What follows belongs to an exercise in optimizing a design on an open flow for small area; a production flow would make more cautious choices. Only simulation tests tie the RTL to the original design; equivalence was not proved. The clock port is modelled as an ideal driver; clocking choices that lean on that would not hold on a real chip. Power and IR drop assume default switching activity.

### design/flow/flow/run.sh
#!/bin/bash
# Layout flow: the standard ORFS flow (standard.sh), with these changes:
#  - synthesis maps the logic with an area-oriented ABC script (flow/area.abc.in)
#    and without Yosys's half/full-adder extraction. The ABC step is run on the
#    logic Yosys extracts once per random seed of its &deepsyn step, in parallel
#    (flow/seeds.sh), and the smallest mapped netlist is read back. Everything
#    else in the standard synthesis script (synth_recipe.tcl) is unchanged, so the
#    registers are the same;
#  - port buffers use the smallest buffer cell (sky130_fd_sc_hd__buf_1);
#  - clock tree synthesis uses clkbuf_8 buffers and inserts no dummy loads; after
#    it, a leaf clock buffer whose flip-flops see a clock slew over 110 ps is
#    upsized to clkbuf_16 (flow/post_cts.tcl).
# Each tool writes its full log under orfs/logs/ (ABC's per-seed runs: abc_seed_N.log,
# summary in abc_seeds.log); make's output goes to flow_make.log.
# Optional arguments: the make targets (default finish).
set -euo pipefail
W=$(pwd)
F=$W/flow
SEEDS="1 2 3 4 5 6 7 8 9 10 11 12 13 14 15 16"
DEEPSYN_S=${DEEPSYN_S:-150}
YOSYS_ABC=${FLOW_HOME:-/OpenROAD-flow-scripts/flow}/../tools/install/yosys/bin/yosys-abc
[[ -x "$YOSYS_ABC" ]] || YOSYS_ABC=$(command -v yosys-abc)
export YOSYS_ABC
NF='strash
&get -n
&dch -f
&nf -a -R 1000
&put'
printf 'write_blif %s\n%s\n' "$W/abc_in.blif" "$NF" > "$W/abc_dump.abc"
printf 'write_blif %s\nread_blif %s\n' "$W/abc_in2.blif" "$W/abc_best.blif" > "$W/abc_load.abc"
cat > "$W/area_synth.tcl" <<EOF
proc abc {args} {
  set o {}; set s 0; set lib {}; set constr {}; set du {}
  foreach a \$args {
    if {\$s == 1} { set s 0; continue }
    if {\$s == 2} { set s 0; set lib \$a; lappend o \$a; continue }
    if {\$s == 3} { set s 0; lappend du \$a; lappend o \$a; continue }
    if {\$s == 4} { set s 0; set constr \$a; lappend o \$a; continue }
    if {\$a eq "-script"} { set s 1; continue }
    if {\$a eq "-liberty"} { set s 2 }
    if {\$a eq "-dont_use"} { set s 3 }
    if {\$a eq "-constr"} { set s 4 }
    lappend o \$a
  }
  set fh [open $W/abc_lib.txt w]
  set cmd "read_lib"
  foreach c \$du { append cmd " -X \"\$c\"" }
  append cmd " -w \"\$lib\""
  puts \$fh \$cmd
  if {\$constr ne ""} { puts \$fh "read_constr -v \"\$constr\"" }
  close \$fh
  yosys design -save abc_pre
  # extract the logic (written to abc_in.blif) and map it quickly as a fallback
  yosys abc -script $W/abc_dump.abc {*}\$o
  yosys design -save abc_quick
  if {[catch {exec bash $F/seeds.sh $W/abc_in.blif $W/abc_best.blif $W/abc_lib.txt $F/area.abc.in "$SEEDS" 4 $DEEPSYN_S >& $W/abc_seeds.log} err]} {
    puts "area_synth: seed runs failed (\$err), keeping the quick mapping"
    return
  }
  yosys design -load abc_pre
  yosys abc -script $W/abc_load.abc {*}\$o
  set f1 [open $W/abc_in.blif]; set t1 [read \$f1]; close \$f1
  set f2 [open $W/abc_in2.blif]; set t2 [read \$f2]; close \$f2
  regsub -all -line {^#.*$} \$t1 {} t1
  regsub -all -line {^#.*$} \$t2 {} t2
  if {\$t1 ne \$t2} {
    puts "area_synth: ABC input differs between runs, keeping the quick mapping"
    yosys design -load abc_quick
    return
  }
  puts "area_synth: [exec cat $W/abc_seeds.log]"
}
proc extract_fa {args} { }
EOF
cat "$W/synth_recipe.tcl" >> "$W/area_synth.tcl"
sed "s#SYNTH_SCRIPT=[^ ]*#SYNTH_SCRIPT=$W/area_synth.tcl #" "$W/standard.sh" > "$W/area_standard.sh"
bash "$W/area_standard.sh" \
  "BUFFER_PORTS_ARGS=-buffer_cell sky130_fd_sc_hd__buf_1" \
  "CTS_ARGS=-sink_clustering_enable -repair_clock_nets -buf_list sky130_fd_sc_hd__clkbuf_8 -dont_use_dummy_load" \
  "POST_CTS_TCL=$F/post_cts.tcl" \
  "${@:-finish}" > "$W/flow_make.log" 2>&1
### design/flow/flow/area.abc.in
strash
&get -n
&dch -f
&nf -a -R 1000
&put
strash
&get -n
&deepsyn -T @TIME@ -S @SEED@
&put
strash
&get -n
&dch -f
&nf -a -R 1000
&put
strash
&get -n
&dch -f
&nf -a -R 1000
&put
strash
&get -n
&dch -f
&nf -a -R 1000
&put
topo
### design/flow/flow/post_cts.tcl
set_propagated_clock [all_clocks]
estimate_parasitics -placement
set upsized 0
foreach inst [get_cells *] {
  if {[get_property $inst ref_name] ne "sky130_fd_sc_hd__clkbuf_8"} { continue }
  set worst 0
  foreach out [get_pins -of_objects $inst -filter "direction == output"] {
    foreach p [get_pins -of_objects [get_nets -of_objects $out] -filter "direction == input"] {
      if {![string match */CLK [get_full_name $p]]} { continue }
      set s [get_property $p slew_max]
      if {$s > $worst} { set worst $s }
    }
  }
  if {$worst > 0.110} {
    puts "post_cts: [get_full_name $inst] slew $worst, upsized"
    replace_cell $inst sky130_fd_sc_hd__clkbuf_16
    incr upsized
  }
}
if {$upsized > 0} {
  detailed_placement
  check_placement -verbose
}
unset_propagated_clock [all_clocks]
puts "post_cts: upsized $upsized clock buffers"
### design/flow/flow/seeds.sh
#!/bin/bash
# seeds.sh IN.BLIF OUT.BLIF LIBCMD_FILE SCRIPT_IN SEEDS PARALLEL TIME
# Maps IN.BLIF with SCRIPT_IN once per seed (in parallel), keeps the smallest
# mapped netlist in OUT.BLIF. Each run's full ABC output is kept in abc_seed_N.log.
set -uo pipefail
IN=$1; OUT=$2; LIBCMD=$3; SIN=$4; SEEDS=$5; PAR=$6; TIME=$7
D=$(dirname "$OUT")
ABC=${YOSYS_ABC:-yosys-abc}
run() {
  s=$1
  {
    echo "read_blif $IN"
    cat "$LIBCMD"
    sed -e "s/@SEED@/$s/" -e "s/@TIME@/$TIME/" "$SIN"
    echo "write_blif $D/abc_seed_$s.blif"
    echo "print_stats"
  } > "$D/abc_seed_$s.scr"
  "$ABC" -f "$D/abc_seed_$s.scr" > "$D/abc_seed_$s.log" 2>&1
}
export -f run; export IN LIBCMD SIN TIME D ABC
printf '%s\n' $SEEDS | xargs -P "$PAR" -I{} bash -c 'run {}'
best=""; barea=""
for s in $SEEDS; do
  a=$(grep -o "area *= *[0-9.]*" "$D/abc_seed_$s.log" | tail -1 | sed 's/.*= *//')
  echo "seed $s: area $a"
  if [[ -n "$a" && -s "$D/abc_seed_$s.blif" ]]; then
    if [[ -z "$barea" ]] || awk -v a="$a" -v b="$barea" 'BEGIN{exit !(a<b)}'; then best=$s; barea=$a; fi
  fi
done
[[ -n "$best" ]] || exit 1
echo "kept seed $best: area $barea"
cp "$D/abc_seed_$best.blif" "$OUT"
### design/flow/standard.sh
#!/bin/bash
# synth_recipe.tcl (not shown) runs the flow's synth.tcl, then flattens the netlist and writes it again
# the make line also repeats each setting of config.mk as NAME=value (left out here)
make -C /OpenROAD-flow-scripts/flow DESIGN_CONFIG=/design/flow/config.mk WORK_HOME=/design/flow/orfs CLKGATE_MAP_FILE= SYNTH_SCRIPT=/design/flow/synth_recipe.tcl "${@:-finish}"
### design/flow/config.mk
export PLATFORM = sky130hd
export DESIGN_NAME = top
export DESIGN_NICKNAME = top
export VERILOG_FILES = /design/flow/design.v
export SDC_FILE = /design/flow/constraint.sdc
export NUM_CORES = 4
export LEC_CHECK = 0
export CAP_MARGIN = 20
export CORE_MARGIN = 2
export CORE_UTILIZATION = 40
export SLEW_MARGIN = 20
### design/flow/constraint.sdc
create_clock -name core_clock -period 25.0 [get_ports {CLK100MHZ}]
set_input_delay 5.0000 -clock core_clock [delete_from_list [all_inputs] [get_ports {CLK100MHZ}]]
set_output_delay 5.0000 -clock core_clock [all_outputs]
set_load 0.01 [all_outputs]
### design/flow/design.v
`timescale 1ns / 1ps
module top(
    input [1:0]   selectionSW,
    input [7:0]   desired_temp,
    input         CLK100MHZ,
    input         rst,
    input         TMP_SDA_i,
    output        TMP_SDA_o,
    output        TMP_SDA_oe,
    output        TMP_SCL,
    output reg [6:0] SEG,
    output reg [7:0] AN,
    output [15:0] LED,
    output redLED,
    output blueLED
    );
    reg [8:0] m;         
    reg [7:0] q;         
    reg [5:0] b60;       
    reg [3:0] a10;       
    reg [2:0] anode_select;
    wire tick10 = (m[8:4] == 5'b11111) & m[1] & m[0];    
    wire tick0  = (m == 9'd49);                           
    wire b59    = (b60[5:3] == 3'b111) & b60[1] & b60[0];  
    wire a9     = a10[3] & a10[0];                         
    wire stat   = tick10 & b59;
    wire an_adv = tick10 & ((~a10[2] & a10[1] & a10[0] & (b60 == 6'd19)) |      
                            (a10[2] & a10[1] & ~a10[0] & (b60 == 6'd39)) |      
                            (a9 & b59));
    always @(posedge CLK100MHZ or posedge rst) begin
        if (rst) begin
            m <= 9'd0;
            q <= 8'd0;
            b60 <= 6'd0;
            a10 <= 4'd0;
            anode_select <= 3'd0;
        end else begin
            m <= tick10 ? 9'd0 : m + 9'd1;
            if (tick10) begin
                q <= (q == 8'd255) ? 8'd200 : q + 8'd1;
                b60 <= b59 ? 6'd0 : b60 + 6'd1;
                if (b59)
                    a10 <= a9 ? 4'd0 : a10 + 4'd1;
            end
            if (an_adv)
                anode_select <= anode_select + 3'd1;
        end
    end
    wire h = (m >= 9'd250);      
    assign TMP_SCL = ~q[0];
    assign TMP_SDA_oe = (q < 8'd217) | (q == 8'd235) | (q == 8'd236) | (q >= 8'd253);
    assign TMP_SDA_o = ~(((q == 8'd200) & h) | ((q == 8'd201) & ~h) |
                         ((q == 8'd203) & h) | ((q >= 8'd204) & (q <= 8'd206)) | ((q == 8'd207) & ~h) |
                         ((q == 8'd209) & h) | (q == 8'd210) | ((q == 8'd211) & ~h) |
                         ((q >= 8'd217) & (q <= 8'd252)));
    wire samp = tick10 & (((q >= 8'd222) & (q <= 8'd234) & ~q[0]) | (q == 8'd238));
    wire first = (q == 8'd222);
    reg [7:0] v;
    reg [2:0] r;
    reg [7:0] f_data;
    wire [2:0] rr = first ? 3'd0 : r;
    wire [4:0] t = {rr, 1'b0} + (TMP_SDA_i ? 5'd9 : 5'd0);
    reg [1:0] dq;
    reg [2:0] rn;
    always @(*) begin
        if (t >= 5'd15)      begin dq = 2'd3; rn = t - 5'd15; end
        else if (t >= 5'd10) begin dq = 2'd2; rn = t - 5'd10; end
        else if (t >= 5'd5)  begin dq = 2'd1; rn = t - 5'd5;  end
        else                 begin dq = 2'd0; rn = t[2:0];    end
    end
    always @(posedge CLK100MHZ) begin
        if (samp) begin
            v <= {v[6:0], 1'b0} + {6'd0, dq};
            r <= rn;
        end
    end
    always @(posedge CLK100MHZ or posedge rst) begin
        if (rst)
            f_data <= 8'd32;
        else if (tick0 & (q == 8'd253))     
            f_data <= v + 8'd32;
    end
    wire svalid = (q >= 8'd60);      
    reg [7:0] ring [0:9];
    integer k;
    wire wr = (m[8:6] == 3'd0) & m[5] & ~m[4] & (m[3:0] == a10) & (b60 == 6'd0);    
    always @(posedge CLK100MHZ) begin
        ring[0] <= svalid ? (wr ? f_data : ring[9]) : 8'd0;
        for (k = 1; k < 10; k = k + 1)
            ring[k] <= ring[k-1];
    end
    wire scan = (m >= 9'd481) & (m <= 9'd490) & b59;
    wire sfirst = (m[3:0] == 4'd1);     
    wire [7:0] x = ring[9];
    reg [11:0] acc;
    reg [7:0] mx, mn;
    wire [11:0] acc0 = sfirst ? 12'd0 : acc;
    wire [4:0] dt = {acc[11:8], acc[7]};
    wire dge = (dt >= 5'd10);
    wire [4:0] dr = dge ? dt - 5'd10 : dt;
    always @(posedge CLK100MHZ) begin
        if (scan)
            acc <= acc0 + {4'd0, x};
        else
            acc <= {dr[3:0], acc[6:0], dge};
        if (scan & (sfirst | (x > mx))) mx <= x;
        if (scan & (sfirst | (x < mn))) mn <= x;
    end
    reg [7:0] avg_temp, max_temp, min_temp;
    always @(posedge CLK100MHZ) begin
        if (stat) begin
            avg_temp <= acc[7:0];
            max_temp <= {mx[7:1], mx[0] | ~(|mx[7:1])};
            min_temp <= mn;
        end
    end
    reg [7:0] display_reg;
    always @(posedge CLK100MHZ) begin
        case (selectionSW)
            2'b00: display_reg <= desired_temp;
            2'b01: display_reg <= svalid ? avg_temp : 8'd0;
            2'b10: display_reg <= svalid ? min_temp : 8'd255;
            2'b11: display_reg <= svalid ? max_temp : 8'd0;
        endcase
    end
    wire [7:0] val = anode_select[2] ? f_data : display_reg;
    wire [7:0] tens8 = val / 8'd10;
    wire [3:0] ones = val % 8'd10;
    wire [3:0] digit = anode_select[0] ? tens8[3:0] : ones;
    always @(*) begin
        if (!anode_select[1])
            SEG = anode_select[0] ? 7'b001_1100 : 7'b011_1000;
        else case (digit)
            4'd0: SEG = 7'b000_0001;
            4'd1: SEG = 7'b100_1111;
            4'd2: SEG = 7'b001_0010;
            4'd3: SEG = 7'b000_0110;
            4'd4: SEG = 7'b100_1100;
            4'd5: SEG = 7'b010_0100;
            4'd6: SEG = 7'b010_0000;
            4'd7: SEG = 7'b000_1111;
            4'd8: SEG = 7'b000_0000;
            4'd9: SEG = 7'b000_0100;
            default: SEG = 7'b111_1111;
        endcase
    end
    always @(*) begin
        AN = 8'hff;
        AN[anode_select] = 1'b0;
    end
    assign LED = {display_reg, f_data};
    assign redLED = f_data < desired_temp;
    assign blueLED = f_data > desired_temp;
endmodule
==> key figures, run 1 <==
Run status
  • Status: timing/DRC/antenna clean

Yosys
  • Synth Flop Type: dfxtp_1
  • Synthesis-stage register bit count: ~190
  • Synth top area cells: dfxtp_1 29%, edfxtp_1 22%, dfrtp_1 13%, nor2_1 3.6%, nand2_1 2.9%
  • Cells after synthesis: between 600 and 700
  • Synthesized area per cell: roughly 11 um^2
  • Count of cell types in the netlist: slightly below 50
  • Post-synth ARST share: 20.1%
  • Post-synth EDFFs: between 50 and 60
  • Synth area leader: dfxtp_1
  • Area share of the largest cell type after synthesis: between 20% and 30%
  • Post-Syn Area: ~0.0070 mm^2
  • Synth warn: 2
  • Register area share after synthesis: around 64%
  • Post-Syn Nets: 643

Timing
  • Setup total negative slack: 0 ps
  • Clock Skew: roughly 33 ps
  • Period utilisation layout: 45.1%
  • RSZ-0062 raised after global routing: no
  • Highest Clock Rate: about 89 MHz
  • Worst slew pin tran: approximately 960 ps
  • Slew Limit Fails: 0
  • Final setup fails: 0
  • Fin. Hold Viols: 0
  • Slew margin rel.: between 30% and 40%
  • Post-layout minimum cycle time: about 11000 ps

Routing
  • Routed len/inst: roughly 16 um
  • DR pass1 iterations: 7
  • Vias/cell: 5.40
  • DR vias: 4987
  • Number of remaining DRC errors: 0
  • Final WL: around 15000 um
  • Final antenna-violating net count: 0
  • Initial DRC Count: around 370

Die
  • Die area: approximately 0.019 mm^2
  • Die Wd: 136 um
  • Row cnt: 48
  • Die height: 136 um
  • Core area: 0.0172 mm^2
  • # IOs: 49
  • Initial Util: between 40% and 50%

Finish
  • Biggest register: ring
  • Synth-to-Final Area Change: 10.7%
  • Fin util: about 45%
  • Top flop regs: ring: 80 flops, acc: 12 flops, m: 9 flops
  • Share of cells above drive strength 1: 3.43%
  • Ant diodes: 0
  • Post-layout nets: 714
  • Number of flip-flops in the largest register: 80
  • Layout fillers: about 1600
  • Non-Filler Instances: a little over 900

Critical path
  • Setup Crit Path Kind: input port to output port
  • CP Data Required Time: ~20000 ps
  • R2R depth: 12
  • Worst setup EP type: output port
  • Worst EP arrival: ~6300 ps
  • Worst Path Max Fanout: 3
  • Startpoint Class: input port

Clock tree
  • CTS tree: yes
  • Clock sink count: ~190
  • CTS clk-pin slew, worst paths: roughly 100 ps
  • Worst skew pair latency: about 450 ps

Placement
  • Dpl cells: just over 900
  • RePlAce Congestion: between 0.8 and 0.9
  • Hpwl dp: about 11000 um
  • Input/output buffers: between 40 and 50

Global route
  • Vias in the first global route: 4818
  • GRT Resource Usage Total: ~17%
  • First-pass GRT wire length: 24100 um
  • Remaining Overflow, GRT: 0
  • Pin count of the biggest net entering global routing: 39
  • Initial antenna violation count: 0

Hold path
  • Hold depth: 0
  • Min-Delay Path Class: register to register

Pwr
  • PD cells: between 60 and 70 mW/mm^2
  • Static Leak: roughly 3 nW
  • VDD IR-drop max: 0.0000387 V

Run
  • Max-cap violations: 0
==> cell families (layout without fill, tap and decap cells) <==
family / count (synthesis) / after routing / share of synthesized area (%)
simple gates: 216 / 216 / 14.5
flops: 189 / 189 / 64.0
compound gates: 148 / 148 / 13.0
xor+xnor: 35 / 35 / 4.38
buf+inv: 22 / 91 / 1.18
fa+ha+maj: 10 / 10 / 1.43
mux: 10 / 10 / 1.52
==> layout by cell type (no fill, tap or decap), types with 8 or more instances in the layout <==
master	instances
xnor2_1	14
nand3_1	17
edfxtp_1	51
clkinv_1	22
buf_1	48
nor3_1	19
a21oi_1	39
a22o_1	9
xor2_1	21
and3_1	13
maj3_1	10
o21ai_0	39
clkbuf_8	16
dfrtp_1	37
dfxtp_1	100
nand2_1	55
nor2_1	68
o22ai_1	23
a31oi_1	8
==> where the power goes <==
group          switching [mW]  total, mW  internal [mW]  leakage, nW
Combinational          0.0138     0.0210        0.00724         1.01
Sequential           0.000572      0.315          0.314         1.86
Clock                  0.0884      0.152         0.0637        0.127
==> Yosys cell counts (all sizes together), types with 8 or more instances <==
cell / number
a22o: 9
xor2: 21
and3: 13
maj3: 10
nor2: 68
nand2: 55
xnor2: 14
a21oi: 39
dfxtp: 100
o22ai: 23
nor3: 19
dfrtp: 37
o21ai: 40
clkinv: 22
a31oi: 8
edfxtp: 51
nand3: 17
==> path summary, 6_finish.rpt <==
check                                     start          to  slack [ps]
worst max-delay path            desired_temp[2]     blueLED       13730
worst min-delay path                 ring[1][0]  ring[2][0]         310
worst max register to register       ring[9][1]       mn[0]       21280
worst min register to register       ring[1][0]  ring[2][0]         310
max in group asynchronous                   rst      a10[0]       19970
min in group asynchronous                   rst      b60[1]        4650
==> per-stage QoR <==
stage	hold WS (ps)	area, um^2	power [mW]	setup WS (ps)
2_1_floorplan	310	7010	0.336	14080
6_report	314	7750	0.488	13730
3_3_place_gp	310	7510	0.341	13760
3_5_place_dp	312	7510	0.342	13760
5_1_grt	321	7750	0.506	13560
==> area by class of cell <==
class | count | area (um^2) | area share, %
clock buffers | 17 | 245 | 3.16
repair buffers | 52 | 210 | 2.71
well taps | 225 | 282 | 3.63
flip-flops and latches | 189 | 4490 | 57.8
inverters | 22 | 82.6 | 1.06
multi-input cells | 419 | 2450 | 31.6
==> critical path, stage by stage <==
cell,delay [ps]
buf_1,100
nand2b_1,170
nand3_1,100
a21o_1,110
a21oi_1,50
a221oi_1,310
nor2_1,70
a31oi_1,160
buf_1,190
==> layer usage <==
layer | GRT usage [%] | up-vias | wire length [um]
li1 | - | 2412 | -
met2 | 29.0 | 133 | 7240
met4 | 5.67 | 0 | 278
met5 | 0 | - | 0
met1 | 21.2 | 2418 | 6890
met3 | 3.69 | 24 | 774
==> run 2, diff against run 1 <==
--- a/design/flow/flow/run.sh
+++ b/design/flow/flow/run.sh
@@ -9,6 +9,6 @@
 #  - port buffers use the smallest buffer cell (sky130_fd_sc_hd__buf_1);
 #  - clock tree synthesis uses clkbuf_8 buffers and inserts no dummy loads; after
-#    it, a leaf clock buffer whose flip-flops see a clock slew over 110 ps is
-#    upsized to clkbuf_16 (flow/post_cts.tcl).
+#    it, each leaf clock buffer is resized to the smallest clkbuf that keeps the
+#    estimated clock slew at its flip-flops under 105 ps (flow/post_cts.tcl).
 # Each tool writes its full log under orfs/logs/ (ABC's per-seed runs: abc_seed_N.log,
 # summary in abc_seeds.log); make's output goes to flow_make.log.
==> design/flow/flow/post_cts.tcl (replaced) <==
set_propagated_clock [all_clocks]
estimate_parasitics -placement
proc leaf_slew {inst} {
  set worst 0; set n 0
  foreach out [get_pins -of_objects $inst -filter "direction == output"] {
    foreach p [get_pins -of_objects [get_nets -of_objects $out] -filter "direction == input"] {
      if {![string match */CLK [get_full_name $p]]} { continue }
      incr n
      set s [get_property $p slew_max]
      if {$s > $worst} { set worst $s }
    }
  }
  return [list $n $worst]
}
set changes 0
foreach inst [get_cells *] {
  set ref [get_property $inst ref_name]
  if {![string match sky130_fd_sc_hd__clkbuf_* $ref]} { continue }
  lassign [leaf_slew $inst] n w
  if {$n == 0} { continue }
  set best $ref
  foreach c {sky130_fd_sc_hd__clkbuf_2 sky130_fd_sc_hd__clkbuf_4 sky130_fd_sc_hd__clkbuf_8 sky130_fd_sc_hd__clkbuf_16} {
    replace_cell $inst $c
    estimate_parasitics -placement
    lassign [leaf_slew $inst] n w
    if {$w <= 0.105} { set best $c; break }
  }
  replace_cell $inst $best
  if {$best ne $ref} { incr changes }
  estimate_parasitics -placement
  lassign [leaf_slew $inst] n w
  puts "resize_clk: [get_full_name $inst] $n sinks: $ref -> $best, slew $w"
}
if {$changes > 0} {
  detailed_placement
  check_placement -verbose
}
unset_propagated_clock [all_clocks]
puts "resize_clk: $changes clock buffers resized"
==> key figures, run 2 <==
Die
  • Die Wd: 136 um (about the same)
  • Die area: 0.0186 mm^2 (+0.19%)
  • Row cnt: 48 (unchanged)
  • Die height: 136 um (about the same)
  • Initial Util: 40.7% (+0.080 points)
  • # IOs: 49 (unchanged)
  • Core area: 0.0172 mm^2 (unchanged)

Routing
  • DR vias: 5055 (+1.4%)
  • Final WL: 15300 um (+0.79%)
  • Initial DRC Count: 382 (+3.0%)
  • Vias/cell: 5.42 (+0.49%)
  • Routed len/inst: 16.4 um (about the same)
  • DR pass1 iterations: 4 (-3)
  • Number of remaining DRC errors: 0 (unchanged)
  • Final antenna-violating net count: 0 (unchanged)

Pwr
  • PD cells: 61.6 mW/mm^2 (-2.1%)
  • Static Leak: 2.96 nW (-1.4%)
  • VDD IR-drop max: 0.0000296 V (-23%)

Critical path
  • Max stage delay on crit path: 390 ps (+80 ps)
  • Worst Path Max Fanout: 3 (unchanged)
  • Setup Crit Path Kind: input port to output port
  • CP delay by family, top: compound AO/OA/AOI/OAI gates
  • Worst path buffer plus inverter count: 2 (unchanged)
  • CP Data Required Time: 20000 ps (about the same)
  • Slowest CP cell: maj3_1
  • Crit path cell chain: buf_1, o22ai_1, a21o_1, a21oi_1, a221oi_1, o2bb2ai_1, maj3_1, a21oi_1, buf_1
  • Worst EP arrival: 6490 ps (+220 ps)
  • Worst setup EP type: output port
  • Startpoint Class: input port

Run
  • Max-cap violations: 0 (unchanged)

Finish
  • Most frequent cells in the layout: 100 x dfxtp_1, 67 x nor2_1, 52 x a21oi_1
  • Post-layout nets: 722 (+1.1%)
  • Synth-to-Final Area Change: 9.89%
  • Most common cell after layout, fill and taps aside: dfxtp_1
  • FF/Latch Area: 0.00449 mm^2 (unchanged)
  • Ant diodes: 0 (unchanged)
  • Layout fillers: 1608 (+1.8%)
  • Share of cells above drive strength 1: 3.25% (-0.18 points)
  • Top flop regs: ring: 80 flops, acc: 12 flops, m: 9 flops
  • Biggest register: ring
  • Number of flip-flops in the largest register: 80 (unchanged)
  • Multi-input gate area in the final layout: 0.00243 mm^2 (-0.97%)

Yosys
  • Post-Syn Nets: 652 (+1.4%)
  • Synthesis-stage register bit count: 189 (unchanged)
  • Area share of the largest cell type after synthesis: 28.5% (-0.056 points)
  • Cells after synthesis: 639 (+1.4%)
  • Synth warn: 2 (unchanged)
  • Post-Syn Area: 0.00702 mm^2 (+0.20%)
  • Synth area leader: dfxtp_1
  • Most frequent cell after synthesis: dfxtp_1
  • Count of cell types in the netlist: 48 (-2.0%)
  • Post-synth EDFFs: 51 (unchanged)
  • Synth Flop Type: dfxtp_1
  • Post-synth ARST share: 20.1% (unchanged)
  • Synth cell count leaders: 100 x dfxtp_1, 68 x nor2_1, 52 x a21oi_1
  • Register area share after synthesis: 63.9% (-0.13 points)
  • Synth top area cells: dfxtp_1 29%, edfxtp_1 22%, dfrtp_1 13%, a21oi_1 3.7%, nor2_1 3.6%
  • Synthesized area per cell: 11.0 um^2 (-1.2%)

Global route
  • Vias in the first global route: 4846 (+0.58%)
  • Remaining Overflow, GRT: 0 (unchanged)
  • First-pass GRT wire length: 24700 um (+2.3%)
  • Initial antenna violation count: 0 (unchanged)
  • GRT Resource Usage Total: 17.3% (+0.36 points)
  • Pin count of the biggest net entering global routing: 39 (unchanged)

Placement
  • Input/output buffers: 48 (unchanged)
  • Pre-CTS WS: 13520 ps (-247 ps)
  • Hpwl dp: 11100 um (+0.53%)
  • RePlAce Congestion: 0.899 (+6.1%)

Clock tree
  • CTS tree: yes
  • Clock sink count: 189 (unchanged)
  • CTS clk-pin slew, worst paths: 90 ps (about the same)
  • Worst skew pair latency: 460 ps (about the same)

Timing
  • Worst slew pin tran: 961 ps (-1.71 ps)
  • RSZ-0062 raised after global routing: no
  • Final setup fails: 0 (unchanged)
  • Setup total negative slack: 0 ps (unchanged)
  • Post-layout minimum cycle time: 11490 ps (+226 ps)
  • Slew margin rel.: 35.8% (+0.22 points)
  • Highest Clock Rate: 87.0 MHz (-2.0%)
  • Slew Limit Fails: 0 (unchanged)
  • Period utilisation layout: 46.0% (+0.90 points)
  • Clock Skew: 36.5 ps (+3.28 ps)
  • Fin. Hold Viols: 0 (unchanged)
  • PnR worst setup slack: 13510 ps (-226 ps)

Run status
  • Status: timing/DRC/antenna clean

Hold path
  • Min-Delay Path Class: register to register
run 2: cell count changes in the layout (fill, tap and decap cells not counted), moves of 6 or more:
cell | before | now
a21oi_1 | 39 | 52
clkinv_1 | 22 | 31
o22ai_1 | 23 | 29
clkbuf_4 | 0 | 7
nand2_1 | 55 | 49
o21ai_0 | 39 | 24
xnor2_1 | 14 | 20
xor2_1 | 21 | 12
maj3_1 | 10 | 3
clkbuf_8 | 16 | 9
run 2: per-stage QoR:
step                instances  instance area [um^2]  total power, mW  hold WS (ps)  utilization, %
floorplan                 639                  7020            0.337           310               -
finish                    932                  7710            0.475           316            44.8
global placement          915                  7510            0.342           310            43.6
detailed placement        915                  7510            0.343           312            43.6
global route              932                  7710            0.494           327            44.8
run 2: worst paths after layout:
kind	from	to	slack, ps	cells past startpoint
worst min register to register	ring[2][6]	ring[3][6]	320	0
min in group asynchronous	rst	anode_select[0]	4610	3
max in group asynchronous	rst	f_data[5]	19990	3
worst max-delay path	desired_temp[2]	blueLED	13510	9
worst max register to register	m[6]	mn[4]	21550	6
worst min-delay path	ring[2][6]	ring[3][6]	320	0
run 2: area by class of cell:
class	count	share of cell area, %
Sequential cell	189	58.2
Multi-Input combinational cell	419	31.5
Tap cell	225	3.65
Timing Repair Buffer	51	2.63
Clock buffer	17	2.61
Inverter	31	1.51
run 2: cells by family (layout without fill, tap and decap cells):
family / count (synthesis) / count (layout) / synth area share (%)
simple gates: 209 / 209 / 13.8
compound gates: 166 / 166 / 14.9
mux: 9 / 9 / 1.34
buf+inv: 31 / 99 / 1.66
flops: 189 / 189 / 63.9
fa+ha+maj: 3 / 3 / 0.428
xor+xnor: 32 / 32 / 3.99
run 2: per-layer routing:
layer / part of all wire (%) / GRT usage, %
met2: 48 / 28.4
met3: 4.9 / 3.99
met5: 0 / 0
met4: 2.2 / 6.89
met1: 45 / 22.0
run 2: power breakdown:
part           switching, mW  internal (mW)
logic                 0.0136        0.00792
registers           0.000660          0.314
clock network         0.0867         0.0520
total                  0.101          0.374
run 2: worst register-to-register path: cells and delay by family, from the launching register on:
| family | cells | cell delay, ps |
|---|---|---|
| DFF | 1 | 410 |
| AOI/OAI and AO/OA | 1 | 740 |
| and+or+nand+nor | 5 | 1910 |

==> static timing again, ports no longer ideal <==
No port has a modelled driver above. Below, the same layouts with a new extraction and two added sets of constraints. Step 1 assumes that a clkbuf_16 drives the clock port and a buf_2 every other input. Step 2 adds t to the input delays and takes it off the output delays; t is the mean of the earliest and latest rising clock arrival at the registers after step 1. Input paths then give back, and output paths get back, about the clock's delay inside the block. Three values: no drivers, after step 1, after step 2; two values: the first two.
run | t (ns) | slack for setup (ns) | worst setup path after step 2 | clock arrival spread, ns | worst data-port slew with drivers (ns)
run 1 | 0.475 | 13.732 / 13.685 / 13.685 | input to output | 0.033 / 0.034 | 0.08
run 2 | 0.478 | 13.507 / 13.486 / 13.486 | input to output | 0.037 / 0.037 | 0.07
After both steps every run listed still meets setup and hold. The setup slack of run 1, which loses most, moves by -0.047 ns with the drivers and by -0.047 ns with both steps.
